Background: an optimization exercise with open tools, aiming at small area. Do not read the settings as production practice. In this exercise RTL edits were held to simulation tests only and were not proved equivalent to the original. Power and IR drop assume default switching activity.

==> run a: inputs <==
// vga_display
module vga_display(
    input wire clk, reset,
    input cpu_isAttacking,
    input wire [3:0] p1_health_out, cpu_health_out,
    input wire [3:0] keyboard_input,
    output wire hSync, vSync,
    output wire [11:0] VGA
    );
==> flow/config.mk <==
export PLATFORM = sky130hd
export DESIGN_NAME = vga_display
export DESIGN_NICKNAME = vga_display
export VERILOG_FILES = /design/flow/design.v
export SDC_FILE = /design/flow/constraint.sdc
export NUM_CORES = 4
export LEC_CHECK = 0
export CAP_MARGIN = 20
export CORE_MARGIN = 2
export CORE_UTILIZATION = 50
export CTS_BUF_LIST = sky130_fd_sc_hd__clkbuf_8
export PLACE_DENSITY = 0.6
export SLEW_MARGIN = 20
==> flow/constraint.sdc <==
create_clock -name core_clock -period 10.0 [get_ports {clk}]
set_input_delay 2.0000 -clock core_clock [delete_from_list [all_inputs] [get_ports {clk}]]
set_output_delay 2.0000 -clock core_clock [all_outputs]
set_load 0.01 [all_outputs]
standard.sh (not shown) runs the stock make flow with config.mk's settings and CLKGATE_MAP_FILE= SYNTH_SCRIPT=/design/flow/synth_recipe.tcl, a recipe that flattens the netlist after the stock synthesis.
==> flow/flow/run.sh <==
#!/bin/bash
# Own layout flow: the standard ORFS flow (standard.sh) with three changes to synthesis and
# placement, none to the registers (their names and cell types are the standard synthesis's):
#  - the technology-mapping ABC call uses an area-oriented script (flow/abc_area_own.script)
#    instead of ORFS's delay-oriented one;
#  - half and full adders are left to ABC as plain gates (ADDER_MAP_FILE empty) instead of being
#    mapped to adder cells before ABC;
#  - ports are buffered as in the standard flow, but with the smallest buffer (buf_1);
#  - clock tree synthesis clusters up to 30 sinks per buffer and inserts no dummy loads.
# ORFS writes each tool's log under orfs/logs/; make's own output goes to flow_make.log here.
set -euo pipefail
W=$(pwd)
{
  echo "proc abc {args} {"
  echo "  set i [lsearch -exact \$args -script]"
  echo "  if {\$i >= 0} { lset args [expr {\$i + 1}] $W/flow/abc_area_own.script }"
  echo "  yosys abc {*}\$args"
  echo "}"
  cat "$W/synth_recipe.tcl"
} > "$W/own_synth.tcl"
sed "s#SYNTH_SCRIPT=[^ ]*#SYNTH_SCRIPT=$W/own_synth.tcl ADDER_MAP_FILE=#" "$W/standard.sh" > "$W/own_standard.sh"
grep -q "SYNTH_SCRIPT=$W/own_synth.tcl" "$W/own_standard.sh"
export BUFFER_PORTS_ARGS="-buffer_cell sky130_fd_sc_hd__buf_1"
export CTS_ARGS="-sink_clustering_enable -repair_clock_nets -buf_list sky130_fd_sc_hd__clkbuf_8 -sink_clustering_size 30 -sink_clustering_max_diameter 500 -dont_use_dummy_load"
bash "$W/own_standard.sh" > "$W/flow_make.log" 2>&1
==> flow/flow/abc_area_own.script <==
strash
dch -f
amap
topo
==> inputs of run b, as changes to run a <==
Settings changed: CORE_UTILIZATION 50 to 40, PLACE_DENSITY 0.6 to 0.5.
==> comparison table <==
item	run a	run b
Status	finished clean	finished clean
Fraction of power spent switching nets	25.4%	26.1%
Highest clock rate	0.107 GHz	0.107 GHz
Utilization after layout	57.5%	44.8%
Met1 global-route usage	41.7%	35.6%
Relative slew margins	28.1%	33.3%
Die area	0.00608 mm^2	0.00752 mm^2
Cell leakage power	0.986 nW	0.997 nW
Fraction of area in multi-input gates	67.2%	66.5%
GR Layer Usage met3	5.12%	2.38%
Met3 wire length	1.10 mm	811 um
Part of the power in registers	55.7%	55.1%
Non-filler instance count after layout	593	605
HPWL Detailed	7.50 mm	7.99 mm
Final-layout worst hold slack	0.425 ns	0.427 ns
Min Tclk post-route	9.31 ns	9.35 ns
Critical Path Stages	38	37
Number of global-route vias before repair	3225	3302
Fraction of layout cells with a size suffix above 1	1.72%	1.52%
Vias	3833	3792
Detailed-route vias per instance	6.46	6.27
ClkCell Share	1.38%	1.37%
Ratio of final minimum period to clock period	93.1%	93.5%
Top fanout value on the critical path	6	8
Arrival time at the worst endpoint	7.31 ns	7.35 ns

========
==> run H <==
Another version of the RTL of vga_display (not shown whole).
export LEC_CHECK = 0
export CAP_MARGIN = 20
export CORE_MARGIN = 2
export CORE_UTILIZATION = 50
export CTS_BUF_LIST = sky130_fd_sc_hd__clkbuf_8
export PLACE_DENSITY = 0.6
export SLEW_MARGIN = 20
create_clock -name core_clock -period 10.0 [get_ports {clk}]
==> flow/flow/run.sh <==
#!/bin/bash
# Own layout flow: the standard ORFS flow (standard.sh) with three changes to synthesis and
# placement, none to the registers (their names and cell types are the standard synthesis's):
#  - the technology-mapping ABC call uses an area-oriented script (flow/abc_area_own.script)
#    instead of ORFS's delay-oriented one;
#  - half and full adders are left to ABC as plain gates (ADDER_MAP_FILE empty) instead of being
#    mapped to adder cells before ABC;
#  - ports are buffered as in the standard flow, but with the smallest buffer (buf_1).
# ORFS writes each tool's log under orfs/logs/; make's own output goes to flow_make.log here.
set -euo pipefail
W=$(pwd)
{
  echo "proc abc {args} {"
  echo "  set i [lsearch -exact \$args -script]"
  echo "  if {\$i >= 0} { lset args [expr {\$i + 1}] $W/flow/abc_area_own.script }"
  echo "  yosys abc {*}\$args"
  echo "}"
  cat "$W/synth_recipe.tcl"
} > "$W/own_synth.tcl"
sed "s#SYNTH_SCRIPT=[^ ]*#SYNTH_SCRIPT=$W/own_synth.tcl ADDER_MAP_FILE=#" "$W/standard.sh" > "$W/own_standard.sh"
grep -q "SYNTH_SCRIPT=$W/own_synth.tcl" "$W/own_standard.sh"
export BUFFER_PORTS_ARGS="-buffer_cell sky130_fd_sc_hd__buf_1"
bash "$W/own_standard.sh" > "$W/flow_make.log" 2>&1
Scripts as last shown in full above: flow/flow/abc_area_own.script
==> run K (differences from run H) <==
--- a/flow/flow/run.sh
+++ b/flow/flow/run.sh
@@ -6,5 +6,6 @@
 #  - half and full adders are left to ABC as plain gates (ADDER_MAP_FILE empty) instead of being
 #    mapped to adder cells before ABC;
-#  - ports are buffered as in the standard flow, but with the smallest buffer (buf_1).
+#  - ports are buffered as in the standard flow, but with the smallest buffer (buf_1);
+#  - clock tree synthesis clusters up to 30 sinks per buffer and inserts no dummy loads.
 # ORFS writes each tool's log under orfs/logs/; make's own output goes to flow_make.log here.
 set -euo pipefail
@@ -21,3 +22,4 @@
 grep -q "SYNTH_SCRIPT=$W/own_synth.tcl" "$W/own_standard.sh"
 export BUFFER_PORTS_ARGS="-buffer_cell sky130_fd_sc_hd__buf_1"
+export CTS_ARGS="-sink_clustering_enable -repair_clock_nets -buf_list sky130_fd_sc_hd__clkbuf_8 -sink_clustering_size 30 -sink_clustering_max_diameter 500 -dont_use_dummy_load"
 bash "$W/own_standard.sh" > "$W/flow_make.log" 2>&1
==> comparison table <==
| quantity | run H | run K |
|---|---|---|
| Clock tree skew after final layout | 0.00277 ns | 0.00932 ns |
| Clock network power | 0.0645 mW | 0.0546 mW |
| Fmax | 104 MHz | 104 MHz |
| Power Internal | 0.139 mW | 0.131 mW |
| Proportion of cell area spent on the clock network | 0.0177 | 0.0133 |
| Clock period minus worst slack | 9.63 ns | 9.62 ns |
| Tightest slew margin relative to the limit | 0.376 | 0.393 |
| Relative area change from synthesis to final layout | 14.5% | 14.0% |
| Number of iterations in the first detailed-routing pass | 6 | 8 |
| Routed length on met1 | 4.03 mm | 4.05 mm |
| Reg-to-reg setup timing slack | 7.52 ns | 7.51 ns |
| Setup slack after layout | 0.372 ns | 0.381 ns |
| Fraction of power consumed by sequential logic | 0.539 | 0.571 |
| Sum of internal, switching and leakage power | 0.181 mW | 0.171 mW |
| Wire length on met3 | 1.08 mm | 1.03 mm |
| Clock tree buffer count of the final layout | 4 | 3 |
| Switching power | 0.0424 mW | 0.0406 mW |
| Final worst-path cycle share | 0.963 | 0.962 |
| Result of the run | timing/DRC/antenna clean | timing/DRC/antenna clean |
| Vias per std cell | 6.52 | 6.57 |
| Number of global-route vias before repair | 3495 | 3522 |
| Detailed route wirelength on metal2 | 4.53 mm | 4.57 mm |
| Combinational fraction of design power | 0.105 | 0.110 |
| Post-CTS clock slew at the launch and capture registers of the worst setup and hold paths | 0.08 ns | 0.07 ns |
| Met1 usage | 0.449 | 0.447 |
| Fraction of final layout cells sized beyond drive strength 1 | 0.0497 | 0.0479 |
| Leakage power of the design | 1.13 nW | 1.12 nW |

========
==> job 4458 <==
vga_display, a different RTL version from the one above (not shown whole).
## vga_display
module vga_display(
    input wire clk, reset,
    input cpu_isAttacking,
    input wire [3:0] p1_health_out, cpu_health_out,
    input wire [3:0] keyboard_input,
    output wire hSync, vSync,
    output wire [11:0] VGA
    );
export LEC_CHECK = 0
export CAP_MARGIN = 20
export CORE_MARGIN = 2
export CORE_UTILIZATION = 50
export CTS_BUF_LIST = sky130_fd_sc_hd__clkbuf_8
export CTS_CLUSTER_DIAMETER = 200
export CTS_CLUSTER_SIZE = 30
export GPL_TIMING_DRIVEN = 0
export PLACE_DENSITY = 0.6
export SLEW_MARGIN = 20
create_clock -name core_clock -period 10.0 [get_ports {clk}]
==> flow/flow/run.sh <==
#!/bin/bash
# Own layout flow: the standard ORFS flow (standard.sh) with three changes to synthesis and
# placement, none to the registers (their names and cell types are the standard synthesis's):
#  - the technology-mapping ABC call uses an area-oriented script (flow/abc_area_own.script)
#    instead of ORFS's delay-oriented one;
#  - half and full adders are left to ABC as plain gates (ADDER_MAP_FILE empty) instead of being
#    mapped to adder cells before ABC;
#  - ports are buffered as in the standard flow, but with the smallest buffer (buf_1).
# ORFS writes each tool's log under orfs/logs/; make's own output goes to flow_make.log here.
set -euo pipefail
W=$(pwd)
{
  echo "proc abc {args} {"
  echo "  set i [lsearch -exact \$args -script]"
  echo "  if {\$i >= 0} { lset args [expr {\$i + 1}] $W/flow/abc_area_own.script }"
  echo "  yosys abc {*}\$args"
  echo "}"
  cat "$W/synth_recipe.tcl"
} > "$W/own_synth.tcl"
sed "s#SYNTH_SCRIPT=[^ ]*#SYNTH_SCRIPT=$W/own_synth.tcl ADDER_MAP_FILE=#" "$W/standard.sh" > "$W/own_standard.sh"
grep -q "SYNTH_SCRIPT=$W/own_synth.tcl" "$W/own_standard.sh"
export BUFFER_PORTS_ARGS="-buffer_cell sky130_fd_sc_hd__buf_1"
bash "$W/own_standard.sh" > "$W/flow_make.log" 2>&1
Scripts as last shown in full above: flow/flow/abc_area_own.script
==> job 4432 (differences from job 4458) <==
==> flow/flow/run.sh (replaced) <==
#!/bin/bash
# Own layout flow: the standard ORFS flow (standard.sh), unchanged except that the
# technology-mapping ABC call of the standard synthesis uses an area-oriented script
# (flow/abc_area_own.script) instead of ORFS's delay-oriented one. Registers, their names and
# cell types are those of the standard synthesis. Ports are buffered as in the standard flow, with
# the smallest buffer (buf_1) instead of ORFS's default choice. ORFS writes each tool's log under
# orfs/logs/; make's own output goes to flow_make.log here.
set -euo pipefail
W=$(pwd)
{
  echo "proc abc {args} {"
  echo "  set i [lsearch -exact \$args -script]"
  echo "  if {\$i >= 0} { lset args [expr {\$i + 1}] $W/flow/abc_area_own.script }"
  echo "  yosys abc {*}\$args"
  echo "}"
  cat "$W/synth_recipe.tcl"
} > "$W/own_synth.tcl"
sed "s#SYNTH_SCRIPT=[^ ]*#SYNTH_SCRIPT=$W/own_synth.tcl#" "$W/standard.sh" > "$W/own_standard.sh"
grep -q "SYNTH_SCRIPT=$W/own_synth.tcl" "$W/own_standard.sh"
export BUFFER_PORTS_ARGS="-buffer_cell sky130_fd_sc_hd__buf_1"
bash "$W/own_standard.sh" > "$W/flow_make.log" 2>&1
CTS_CLUSTER_DIAMETER = not set   (was 200)
CTS_CLUSTER_SIZE = not set   (was 30)
GPL_TIMING_DRIVEN = not set   (was 0)
==> job 3459 (differences from job 4458) <==
CTS_CLUSTER_DIAMETER = not set   (was 200)
CTS_CLUSTER_SIZE = not set   (was 30)
GPL_TIMING_DRIVEN = not set   (was 0)
==> job 2008 (differences from job 4458) <==
CAP_MARGIN = 5   (was 20)
CTS_CLUSTER_DIAMETER = not set   (was 200)
CTS_CLUSTER_SIZE = not set   (was 30)
GPL_TIMING_DRIVEN = not set   (was 0)
SLEW_MARGIN = 5   (was 20)
==> flow_metrics.tcl <==
set metrics [dict create \
    drt-met1-wl_um 4100 \
    fp.dieW_um 80.0 \
    r2r_cells 14 \
    wl_met2_um 4690 \
    outcome "finished clean" \
    n_tap_cell 72 \
    drt_iter0_markers 814 \
    synth_seq_area_share 0.166 \
    met3_wirelength_um 1140 \
    cts_resized 0 \
    cp.arrival_ps 7460 \
    final_cell_mix "112 x nor2_1, 61 x clkinv_1, 43 x o21ai_0" \
]
the above is filed under job 4432

==> flow_metrics.tcl <==
set metrics [dict create \
    outcome "finished clean" \
    drt_iter0_markers 581 \
    drt-met1-wl_um 4050 \
    highest_layer "met4" \
    power_switching_mw 0.0425 \
    synth_seq_area_share 0.175 \
    final_cell_mix "132 x nor2_1, 58 x clkinv_1, 49 x o21ai_0" \
    cts_resized 0 \
    ff2ff_setup_slack_ps 6790 \
    r2r_cells 16 \
    cp.arrival_ps 7500 \
    fp.dieW_um 78.1 \
    slowest_stage "or4_1" \
    wl_met2_um 4840 \
    met3_wirelength_um 1160 \
]
the above is filed under job 2008

==> flow_metrics.tcl <==
set metrics [dict create \
    antenna_found_initial 0 \
    drt_iter0_markers 604 \
    outcome "finished clean" \
    synth_seq_area_share 0.175 \
    cts_resized 6 \
    final_cell_mix "129 x nor2_1, 56 x clkinv_1, 47 x o21ai_0" \
    r2r_cells 16 \
    ys_seq_elements 24 \
    fp.dieW_um 78.1 \
    viasPerCell 6.56 \
    drt-met1-wl_um 4060 \
    n_tap_cell 70 \
    cp.arrival_ps 7580 \
]
the above is filed under job 4458

==> flow_metrics.tcl <==
set metrics [dict create \
    fmax_mhz 105 \
    n_tap_cell 70 \
    outcome "finished clean" \
    hpwlAfterDp_um 7980 \
    hold_depth 1 \
    wl_met2_um 4840 \
    cp.arrival_ps 7500 \
    drt_iter0_markers 581 \
    crit_path_end_kind "primary output" \
    syn_inst 481 \
    synth_seq_area_share 0.175 \
    synth_top_cell_by_area "nor2_1" \
    multiInputGateArea_um2 2060 \
    rows 26 \
    drt-met1-wl_um 4050 \
    numCtsBuffers 3 \
    cts_resized 0 \
    met3_wirelength_um 1160 \
    fp.dieW_um 78.1 \
    r2r_cells 16 \
]
the above is filed under job 3459


========
==> inputs of garnet <==
Another version of the RTL of vga_display (not shown whole).
clock: 10.0 ns
lec_check: 0
cap_margin: 20
core_margin: 2
core_utilization: 50
cts_buf_list: sky130_fd_sc_hd__clkbuf_8
gpl_timing_driven: 0
place_density: 0.6
slew_margin: 20
==> flow/flow/run.sh <==
#!/bin/bash
# Own layout flow: the standard ORFS flow (standard.sh) with three changes to synthesis and
# placement, none to the registers (their names and cell types are the standard synthesis's):
#  - the technology-mapping ABC call uses an area-oriented script (flow/abc_area_own.script)
#    instead of ORFS's delay-oriented one;
#  - half and full adders are left to ABC as plain gates (ADDER_MAP_FILE empty) instead of being
#    mapped to adder cells before ABC;
#  - ports are buffered as in the standard flow, but with the smallest buffer (buf_1);
#  - clock tree synthesis clusters up to 30 sinks per buffer and inserts no dummy loads.
# ORFS writes each tool's log under orfs/logs/; make's own output goes to flow_make.log here.
set -euo pipefail
W=$(pwd)
{
  echo "proc abc {args} {"
  echo "  set i [lsearch -exact \$args -script]"
  echo "  if {\$i >= 0} { lset args [expr {\$i + 1}] $W/flow/abc_area_own.script }"
  echo "  yosys abc {*}\$args"
  echo "}"
  cat "$W/synth_recipe.tcl"
} > "$W/own_synth.tcl"
sed "s#SYNTH_SCRIPT=[^ ]*#SYNTH_SCRIPT=$W/own_synth.tcl ADDER_MAP_FILE=#" "$W/standard.sh" > "$W/own_standard.sh"
grep -q "SYNTH_SCRIPT=$W/own_synth.tcl" "$W/own_standard.sh"
export BUFFER_PORTS_ARGS="-buffer_cell sky130_fd_sc_hd__buf_1"
export CTS_ARGS="-sink_clustering_enable -repair_clock_nets -buf_list sky130_fd_sc_hd__clkbuf_8 -sink_clustering_size 30 -sink_clustering_max_diameter 500 -dont_use_dummy_load"
bash "$W/own_standard.sh" > "$W/flow_make.log" 2>&1
Scripts as last shown in full above: flow/flow/abc_area_own.script
==> fjord (differences from garnet) <==
- GPL_TIMING_DRIVEN: 0 -> unset
==> summary of the runs <==
- Between fjord and garnet, the lower core utilization is in fjord (gap 0.82 points).
- In garnet the total power is larger than in fjord, by about 0.7%.
- Against fjord, the clock power of garnet is larger by about 2%.
- In garnet the hold slack is lower than in fjord, by 14 ps.

[separate check: timing with driven ports]
In the flow no input, the clock included, has a driving cell. The finished layouts below were timed again as built, in two steps. Step 1 assumes that a clkbuf_16 drives the clock port and a buf_2 every other input. Step 2, shift: input delay + t, output delay - t, t = (earliest + latest rising clock arrival at the registers) / 2. This alone moves slack from input paths to output paths. Three values: ideal, step 1, step 2; two values: the first two.
run | t, ns | setup WS [ns] | worst hold slack (ns) | latest minus earliest clock arrival (ns) | slew at the worst register clock pin (ns)
run a | 0.285 | 0.688 / 0.663 / 0.948 | 0.425 / 0.425 / 0.425 | 0.015 / 0.014 | 0.09 / 0.09
run b | 0.289 | 0.646 / 0.619 / 0.909 | 0.427 / 0.427 / 0.427 | 0.013 / 0.013 | 0.09 / 0.09
run H | 0.283 | 0.372 / 0.351 / 0.351 | 0.438 / 0.438 / 0.438 | 0.003 / 0.003 | 0.08 / 0.08
run K | 0.283 | 0.381 / 0.360 / 0.360 | 0.441 / 0.441 / 0.441 | 0.009 / 0.010 | 0.08 / 0.08
job 4458 | 0.283 | 0.424 / 0.403 / 0.403 | 0.412 / 0.412 / 0.412 | 0.007 / 0.007 | 0.09 / 0.09
job 4432 | 0.284 | 0.540 / 0.517 / 0.517 | 0.428 / 0.428 / 0.428 | 0.001 / 0.002 | 0.08 / 0.08
job 3459 | 0.284 | 0.497 / 0.476 / 0.476 | 0.417 / 0.417 / 0.417 | 0.003 / 0.003 | 0.08 / 0.08
job 2008 | 0.284 | 0.497 / 0.476 / 0.476 | 0.417 / 0.417 / 0.417 | 0.003 / 0.003 | 0.08 / 0.08
garnet | 0.282 | 0.539 / 0.514 / 0.796 | 0.415 / 0.415 / 0.415 | 0.011 / 0.010 | 0.08 / 0.08
fjord | 0.279 | 0.625 / 0.603 / 0.882 | 0.428 / 0.428 / 0.428 | 0.014 / 0.014 | 0.08 / 0.08
After both steps setup and hold are still met in every run listed. The setup slack of job 4432, which loses most, moves by -0.023 ns with the drivers and by -0.023 ns with both steps.
